This is an optimization exercise on Yosys and OpenROAD, whose aim is small area, a short achievable clock period and few clock cycles per item, not a production implementation.
In this exercise RTL edits were held to simulation tests only and were not proved equivalent to the original.

## lane 1
## Calu_Covariance_Top
module Calu_Covariance_Top #(
    parameter N           = 4,
    parameter DATA_WIDTH  = 16,
    parameter ACC_WIDTH   = 32,
    parameter SAMPLES_NUM = 128,
    parameter DONE_WAIT_CYCLES = 10
)(
    input  wire                       iclk,
    input  wire                       irst_n,
    input  wire                       istart,
    input  wire                       idata_valid,
    input  wire [N*DATA_WIDTH-1:0]    idata_i,
    input  wire [N*DATA_WIDTH-1:0]    idata_q,
    output wire [N*ACC_WIDTH-1:0]           oresult_diag,
    output wire [(N*(N-1)/2)*ACC_WIDTH-1:0] oresult_upper_q,
    output wire [(N*(N-1)/2)*ACC_WIDTH-1:0] oresult_upper_i,
    output wire                       oresult_valid,
    output wire                       ocalu_done
);
Size: about 20,000 cells after synthesis, ~2,400 flip-flops, about 650 I/O pins, ~220,000 µm² of cells after synthesis.
==> flow/config.mk <==
export PLATFORM = sky130hd
export DESIGN_NAME = Calu_Covariance_Top
export DESIGN_NICKNAME = Calu_Covariance_Top
export VERILOG_FILES = /design/flow/design.v
export SDC_FILE = /design/flow/constraint.sdc
export NUM_CORES = 8
export LEC_CHECK = 0
export CAP_MARGIN = 20
export CORE_MARGIN = 2
export CORE_UTILIZATION = 60
export CTS_CLUSTER_DIAMETER = 120
export CTS_CLUSTER_SIZE = 20
export GPL_ROUTABILITY_DRIVEN = 0
export PLACE_DENSITY = 0.68
export SLEW_MARGIN = 20
export SYNTH_HIERARCHICAL = 1
==> flow/constraint.sdc <==
create_clock -name core_clock -period 9.0 [get_ports {iclk}]
set_input_delay 1.8000 -clock core_clock [delete_from_list [all_inputs] [get_ports {iclk}]]
set_output_delay 1.8000 -clock core_clock [all_outputs]
set_load 0.01 [all_outputs]
standard.sh (not shown) runs the stock make flow with config.mk's settings and CLKGATE_MAP_FILE= SYNTH_SCRIPT=/design/flow/synth_recipe.tcl, a recipe that flattens the netlist after the stock synthesis.
==> flow/flow/run.sh <==
#!/bin/bash
# Own layout flow: the standard layout (standard.sh, unchanged synthesis,
# floorplan, power grid, placement, CTS and routing), run with extra make
# settings on the command line:
#   SETUP_SLACK_MARGIN   timing repair aims for this much setup slack
#   BUFFER_PORTS_ARGS    port buffers are buf_4 cells, not delay buffers
#   MATCH_CELL_FOOTPRINT repair may swap a cell for any cell of the same function
#   MAX_REPAIR_ANTENNAS_ITER_* more antenna-repair rounds after routing
# The clock period and constraints are the standard flow's (constraint.sdc).
# make's full output goes to flow_make.log in this folder; ORFS's per-step
# logs stay under orfs/logs/.
set -euo pipefail
EXTRA="SETUP_SLACK_MARGIN=${FLOW_SETUP_MARGIN:-5.5} 'BUFFER_PORTS_ARGS=-buffer_cell sky130_fd_sc_hd__buf_4' MATCH_CELL_FOOTPRINT=0 MAX_REPAIR_ANTENNAS_ITER_DRT=20 MAX_REPAIR_ANTENNAS_ITER_GRT=20"
sed "s|CLKGATE_MAP_FILE= |CLKGATE_MAP_FILE= ${EXTRA} |" standard.sh > flow_standard.sh
grep -q "SETUP_SLACK_MARGIN=" flow_standard.sh
bash flow_standard.sh > flow_make.log 2>&1
test -s out/final.def
Testbench counts of lane 1, summed over its fixed seeds: cycles 18,352, frames 128.
> inputs changed (lane 1 -> lane 2)
Settings: clearing GPL_ROUTABILITY_DRIVEN, which used to be 0; swapping 60 for 66 in CORE_UTILIZATION; swapping 0.68 for 0.74 in PLACE_DENSITY.
Findings:
The fraction of area in clock buffers and inverters of lane 2 and that of lane 1 are within noise of each other.
Diff lane 1 -> lane 2 | minimum clock period after layout | increase of 0.046 ns
Compared with lane 1, in lane 2 global-route total usage across every layer went up by 3.4 points; detailed route wirelength on metal3 went up by 4.8%.
In the metrics for lane 1 and lane 2, the one carrying the higher initial cell density of the core is lane 2.
Diff lane 1 -> lane 2 | count of buffers not belonging to the clock network in the layout | down by more than 10%
Min worst hold slack across lane 1 and lane 2: lane 1
In lane 2 relative to lane 1, detailed-routed wire length on met2 had gone down slightly.
Looking at multi-input gate share of the layout cell area, lane 2 sits 0.73 points higher than lane 1 does.
Compared with lane 1, lane 2 shows total die area that has gone down by a little under 10%.


Calu_Covariance_Top again, from the RTL that the note above started with.
==> flow/design.v (excerpt) <==
module Calu_Covariance_Top #(
    parameter N           = 4,
    parameter DATA_WIDTH  = 16,
    parameter ACC_WIDTH   = 32,
    parameter SAMPLES_NUM = 128,
    parameter DONE_WAIT_CYCLES = 10
)(
    input  wire                       iclk,
    input  wire                       irst_n,
    input  wire                       istart,
    input  wire                       idata_valid,
    input  wire [N*DATA_WIDTH-1:0]    idata_i,
    input  wire [N*DATA_WIDTH-1:0]    idata_q,
    output wire [N*ACC_WIDTH-1:0]           oresult_diag,
    output wire [(N*(N-1)/2)*ACC_WIDTH-1:0] oresult_upper_q,
    output wire [(N*(N-1)/2)*ACC_WIDTH-1:0] oresult_upper_i,
    output wire                       oresult_valid,
    output wire                       ocalu_done
);
clock: 9.0 ns
lec_check: 0
cap_margin: 20
core_margin: 2
core_utilization: 60
cts_cluster_diameter: 150
cts_cluster_size: 20
place_density: 0.68
slew_margin: 20
synth_hierarchical: 1
Scripts as last shown in full above: flow/flow/run.sh
Testbench counts at the start, summed over its fixed seeds: cycles 18,352, frames 128.
Change:
- CTS_CLUSTER_DIAMETER: 150 -> 120
Effect: Count of clock-buffer cells in the layout climbs by 9. Core utilization barely changes. Worst hold slack gets better by 37 ps. Register-to-register slack improved by 80 ps. Routed wire length stays flat. Die area is unchanged. Cell count is about the same.

[re-timing with driven ports]
Ports are ideal in the flow. The routed layouts listed here were re-timed in OpenROAD.
Step 1 assumes that a clkbuf_16 drives the clock port and a buf_2 every other input.
Step 2 times the ports against the registers' clock, not the clock port: input delays grow and output delays shrink by t, the midpoint of the rising clock arrivals with the driver on.
Three values: no drivers, after step 1, after step 2; two values: the first two.
run	t (ns)	setup WS [ns]	worst hold slack (ns)	clock arrival spread, ns	pins driven straight from the clock port
lane 1	1.050	5.402 / 5.374 / 5.076	0.463 / 0.463 / 0.463	0.096 / 0.097	1
lane 2	1.053	5.356 / 5.356 / 5.099	0.469 / 0.469 / 0.469	0.070 / 0.070	1
the first run of note 2	1.056	5.383 / 5.383 / 5.005	0.446 / 0.446 / 0.446	0.079 / 0.078	1
the second run of note 2	1.051	5.459 / 5.373 / 4.982	0.484 / 0.484 / 0.484	0.072 / 0.072	1
After both steps every run listed still meets setup and hold. The setup slack of the second run of note 2, which loses most, moves by -0.086 ns with the drivers and by -0.477 ns with both steps.
